From an optimization exercise on the open Yosys and OpenROAD flow, aimed at small area, a short achievable clock period and few clock cycles; shortcuts taken in it are not production practice.
Where RTL was checked, it was by simulation tests only, not by an equivalence proof against the original.

## LinearRegressor
module LinearRegressor(input clk, rst, start, input [19:0] x_in, y_in, output [7:0] addr, output [19:0] Vect_E, output err_valid, output ready);
Settings: LEC_CHECK=0, ABC_AREA=1, CAP_MARGIN=20, CORE_MARGIN=2, CORE_UTILIZATION=45, PLACE_DENSITY=0.6, SLEW_MARGIN=20; clock period 360.0 ns.
standard.sh (not shown) runs the stock make flow with config.mk's settings and CLKGATE_MAP_FILE= SYNTH_SCRIPT=/design/flow/synth_recipe.tcl, a recipe that flattens the netlist after the stock synthesis.
==> flow/flow/run.sh <==
#!/bin/bash
# Layout flow: the standard synthesis, then flow/invopt.py re-chooses the inverters
# around the full adders (flip-flops, ports and cell names kept), then the standard
# layout from that netlist.  Each tool's output goes to its own log in this folder.
set -euo pipefail
R=orfs/results/${FLOW_PLATFORM}/LinearRegressor/base
bash standard.sh synth > synth.log 2>&1
cp "$R/1_2_yosys.v" "$R/1_2_yosys.std.v"
python3 flow/invopt.py "$R/1_2_yosys.std.v" "$R/1_2_yosys.v" 300 > invopt.log 2>&1
bash standard.sh > layout.log 2>&1
Other scripts of this flow, unchanged in this note and not shown: flow/flow/invopt.py
Rerun with:
--- a/flow/flow/run.sh
+++ b/flow/flow/run.sh
@@ -3,3 +3,4 @@
 # around the full adders (flip-flops, ports and cell names kept), then the standard
-# layout from that netlist.  Each tool's output goes to its own log in this folder.
+# layout from that netlist, with the port buffers of flow/ports.env.  Each tool's output
+# goes to its own log in this folder.
 set -euo pipefail
@@ -9,2 +10,3 @@
 python3 flow/invopt.py "$R/1_2_yosys.std.v" "$R/1_2_yosys.v" 300 > invopt.log 2>&1
+if [[ -f flow/ports.env ]]; then source flow/ports.env; fi
 bash standard.sh > layout.log 2>&1
==> flow/flow/ports.env (new file) <==
export BUFFER_PORTS_ARGS="-buffer_cell sky130_fd_sc_hd__buf_2"
After rerunning:
- The changed run went through all stages and came out clean
- synthesized area is unchanged
- die area does not change
- design area went down by 1.0%
Function was not checked in any run of this note: the RTL went through the layout flow alone.

* * *

== job 7775 ==
Another version of the RTL of LinearRegressor (not shown whole).
Size in the first run: about 4300 cells after synthesis, ~41000 sq um of cells after synthesis.
clock: 360.0 ns
lec_check: 0
abc_area: 1
cap_margin: 20
core_margin: 2
core_utilization: 45
cts_cluster_diameter: 150
cts_cluster_size: 16
gpl_timing_driven: 0
place_density: 0.6
slew_margin: 20
==> flow/flow/run.sh <==
#!/bin/bash
# Layout flow: the standard synthesis, then flow/invopt.py re-chooses the inverters
# around the full adders (flip-flops, ports and cell names kept), then the standard
# layout from that netlist, with the port buffers of flow/ports.env.  Each tool's output
# goes to its own log in this folder.
set -euo pipefail
R=orfs/results/${FLOW_PLATFORM}/LinearRegressor/base
bash standard.sh synth > synth.log 2>&1
cp "$R/1_2_yosys.v" "$R/1_2_yosys.std.v"
python3 flow/invopt.py "$R/1_2_yosys.std.v" "$R/1_2_yosys.v" 3000000 > invopt.log 2>&1
if [[ -f flow/ports.env ]]; then source flow/ports.env; fi
bash standard.sh > layout.log 2>&1
Other scripts of this flow, unchanged in this note and not shown: flow/flow/invopt.py, flow/flow/ports.env
Testbench counts of job 7775, summed over its fixed seeds: cycles 27,427.
> inputs changed (job 7775 -> job 5241)
-- flow/config.mk --
<<< job 7775, line 11
export CORE_UTILIZATION = 45
>>> job 5241, line 11
export CORE_UTILIZATION = 65
<<< job 7775, line 14
export GPL_TIMING_DRIVEN = 0
export PLACE_DENSITY = 0.6
>>> job 5241, line 14
export PLACE_DENSITY = 0.8
Results
- Synthesis-to-layout area growth: job 5241 vs job 7775 down 2.1 points
- On number of CTS-inserted buffers: job 5241 sits above job 7775.
- Job 5241 vs job 7775 — final design instance area without fill dropped slightly
- Changes observed in job 5241 relative to job 7775: clock buffer count saw a decrease, final worst-path cycle share saw little to no change.
Relative to job 5241, the following input files were edited for job 4687:
-- flow/config.mk --
<<< job 5241, line 11
export CORE_UTILIZATION = 65
>>> job 4687, line 11
export CORE_UTILIZATION = 45
<<< job 5241, line 14
export PLACE_DENSITY = 0.8
>>> job 4687, line 14
export PLACE_DENSITY = 0.6
Notes after the runs:
Job 4687 against job 5241: final instance count without filler cells increased by 335 relative to the old numbers. Re sequential share of layout area: job 4687 and job 5241 aren't equal, and the higher value belongs to job 5241.
## Diff of input files: job 7738 against job 4687
-- flow/config.mk --
<<< job 4687, line 11
export CORE_UTILIZATION = 45
>>> job 7738, line 11
export CORE_UTILIZATION = 72
<<< job 4687, line 14
export PLACE_DENSITY = 0.6
>>> job 7738, line 14
export PLACE_DENSITY = 0.86
Results
Going from job 4687 to job 7738, final routed wirelength across all metal layers decreased 3700 um, final HPWL from detailed placement down 5.4%, overall fraction of global-route tracks in use higher, ratio of cells with drive above 1 in the final layout fell 0.16 points.
Relative to job 7738, the following input files were edited for job 7014:
-- flow/config.mk --
<<< job 7738, line 11
export CORE_UTILIZATION = 72
>>> job 7014, line 11
export CORE_UTILIZATION = 55
<<< job 7738, line 14
export PLACE_DENSITY = 0.86
>>> job 7014, line 14
export PLACE_DENSITY = 0.7
==> run notes <==
- Synthesized area per cell: job 7738 vs job 7014, no meaningful difference
- On relative area of clock buffers and inverters in the final design, job 7014 and job 7738 are neck and neck.
- Job 7014 vs job 7738 — wire length the detailed router placed on met1 climbed by more than 10%
- On job 7014: depth of the worst register-to-register path is 0.63% higher than what job 7738 gave.
- Job 7014 against job 7738: share of the final layout cell area in sequential cells roughly the same; via count shrank by about 4%; time the final worst path needs with I/O delays and setup -0.12 ns.

* * *

Another version of the RTL of LinearRegressor (not shown whole).
For scale: ~4400 cells after synthesis, ~73 I/O pins, ~42000 sq um of cells after synthesis.
Design LinearRegressor, start of the top module:
module LinearRegressor(input clk, rst, start, input [19:0] x_in, y_in, output [7:0] addr, output [19:0] Vect_E, output err_valid, output ready);
	function [7:0] radd8; input [7:0] a, b; integer i; reg c;
		begin c = 1'b0; for (i = 0; i < 8; i = i + 1) begin radd8[i] = a[i] ^ b[i] ^ c; c = (a[i] & b[i]) | (a[i] & c) | (b[i] & c); end end
	endfunction
	function [3:0] radd4; input [3:0] a, b; integer i; reg c;
		begin c = 1'b0; for (i = 0; i < 4; i = i + 1) begin radd4[i] = a[i] ^ b[i] ^ c; c = (a[i] & b[i]) | (a[i] & c) | (b[i] & c); end end
	endfunction
	function [10:0] radd11; input [10:0] a, b; input ci; integer i; reg c;
		begin c = ci; for (i = 0; i < 11; i = i + 1) begin radd11[i] = a[i] ^ b[i] ^ c; c = (a[i] & b[i]) | (a[i] & c) | (b[i] & c); end end
	endfunction
	function [10:0] red150; input [10:0] U; reg [2:0] e; reg [7:0] c;
		begin
			e = (U >= 11'd1050) ? 3'd7 : (U >= 11'd900) ? 3'd6 : (U >= 11'd750) ? 3'd5 : (U >= 11'd600) ? 3'd4 :
			    (U >= 11'd450) ? 3'd3 : (U >= 11'd300) ? 3'd2 : (U >= 11'd150) ? 3'd1 : 3'd0;
			case (e)    
				3'd0: c = 8'd0; 3'd1: c = 8'd106; 3'd2: c = 8'd212; 3'd3: c = 8'd62;
				3'd4: c = 8'd168; 3'd5: c = 8'd18; 3'd6: c = 8'd124; default: c = 8'd230;
			endcase
			red150 = {e, radd8(U[7:0], c)};
		end
	endfunction
	reg p_idle, p_sum, p_joint, p_div, p_res;
	reg [7:0] cnt;
	reg ev;
	wire c150 = (cnt == 8'd150);
	wire c27 = (cnt == 8'd27);
	wire last_sum = p_sum & c150;
	wire last_joint = p_joint & c27;
	wire last_div = p_div & c27;
	wire last_res = p_res & c150;
	wire first = p_sum & (cnt == 8'd1);
	wire keep = ~first;
	wire jlow = cnt < 8'd5;             
	wire dlive = cnt < 8'd23;           
	wire [7:0] cnt_n;
	always @(posedge clk, posedge rst) begin
		if (rst) begin
			p_idle <= 1'b1; p_sum <= 1'b0; p_joint <= 1'b0; p_div <= 1'b0; p_res <= 1'b0;
			cnt <= 8'd0; ev <= 1'b0;
		end else begin
			p_idle <= (p_idle & ~start) | last_res;
			p_sum <= (p_idle & start) | (p_sum & ~c150);
			p_joint <= last_sum | (p_joint & ~c27);
			p_div <= last_joint | (p_div & ~c27);
			p_res <= last_div | (p_res & ~c150);
			cnt <= cnt_n;
			ev <= p_res & (cnt != 8'd0);
		end
	end
  ...
clock: 360.0 ns
lec_check: 0
abc_area: 1
cap_margin: 0
core_margin: 2
core_utilization: 45
cts_cluster_diameter: 150
cts_cluster_size: 16
place_density: 0.6
slew_margin: 0
==> flow/flow/run.sh <==
#!/bin/bash
# Layout flow: the standard synthesis, then flow/invopt.py re-chooses the inverters
# around the full adders (flip-flops, ports and cell names kept), then the standard
# layout from that netlist, with the port buffers of flow/ports.env.  Each tool's output
# goes to its own log in this folder.
set -euo pipefail
R=orfs/results/${FLOW_PLATFORM}/LinearRegressor/base
bash standard.sh synth > synth.log 2>&1
cp "$R/1_2_yosys.v" "$R/1_2_yosys.std.v"
python3 flow/invopt.py "$R/1_2_yosys.std.v" "$R/1_2_yosys.v" 300 > invopt.log 2>&1
if [[ -f flow/ports.env ]]; then source flow/ports.env; fi
bash standard.sh > layout.log 2>&1
Other scripts of this flow, unchanged in this note and not shown: flow/flow/invopt.py, flow/flow/ports.env
Testbench counts at the start, summed over its fixed seeds: cycles 27,427.
Change:
- CAP_MARGIN: 0 -> 20
- SLEW_MARGIN: 0 -> 20
Routed wire length hardly moves. Clock-buffer cell count does not change. Via count hardly moves. Cell area is about the same.

[what the ideal ports hide]
The flow's constraints put no driver on any port. The routed layouts listed below were extracted and timed again, unchanged, in two steps. Step 1: set_driving_cell puts a clkbuf_16 on clk and a buf_2 on each other input, an assumption about the parent block. Step 2 moves the port delays by t, midway between the first and last clock arrival at a register: inputs arrive t later, outputs are due t later. That takes back most of the time a late clock gives input paths. a / b / c = ideal / step 1 / step 2; a / b = the first two.
run | shift t [ns] | setup slack, ns | cell pins on the clock port's net
the first run of note 1 | 0.663 | 285.963 / 285.894 / 286.556 | 1
the second run of note 1 | 0.669 | 286.391 / 286.325 / 286.993 | 1
job 7775 | 0.654 | 286.467 / 286.398 / 287.052 | 1
job 5241 | 0.671 | 286.536 / 286.475 / 287.147 | 1
job 4687 | 0.678 | 286.409 / 286.344 / 287.022 | 1
job 7738 | 0.661 | 286.437 / 286.376 / 287.038 | 1
job 7014 | 0.672 | 286.560 / 286.498 / 287.170 | 1
the first run of note 3 | 0.667 | 286.454 / 286.386 / 287.052 | 1
the second run of note 3 | 0.668 | 286.470 / 286.402 / 287.070 | 1
After both steps every run listed still meets setup and hold.
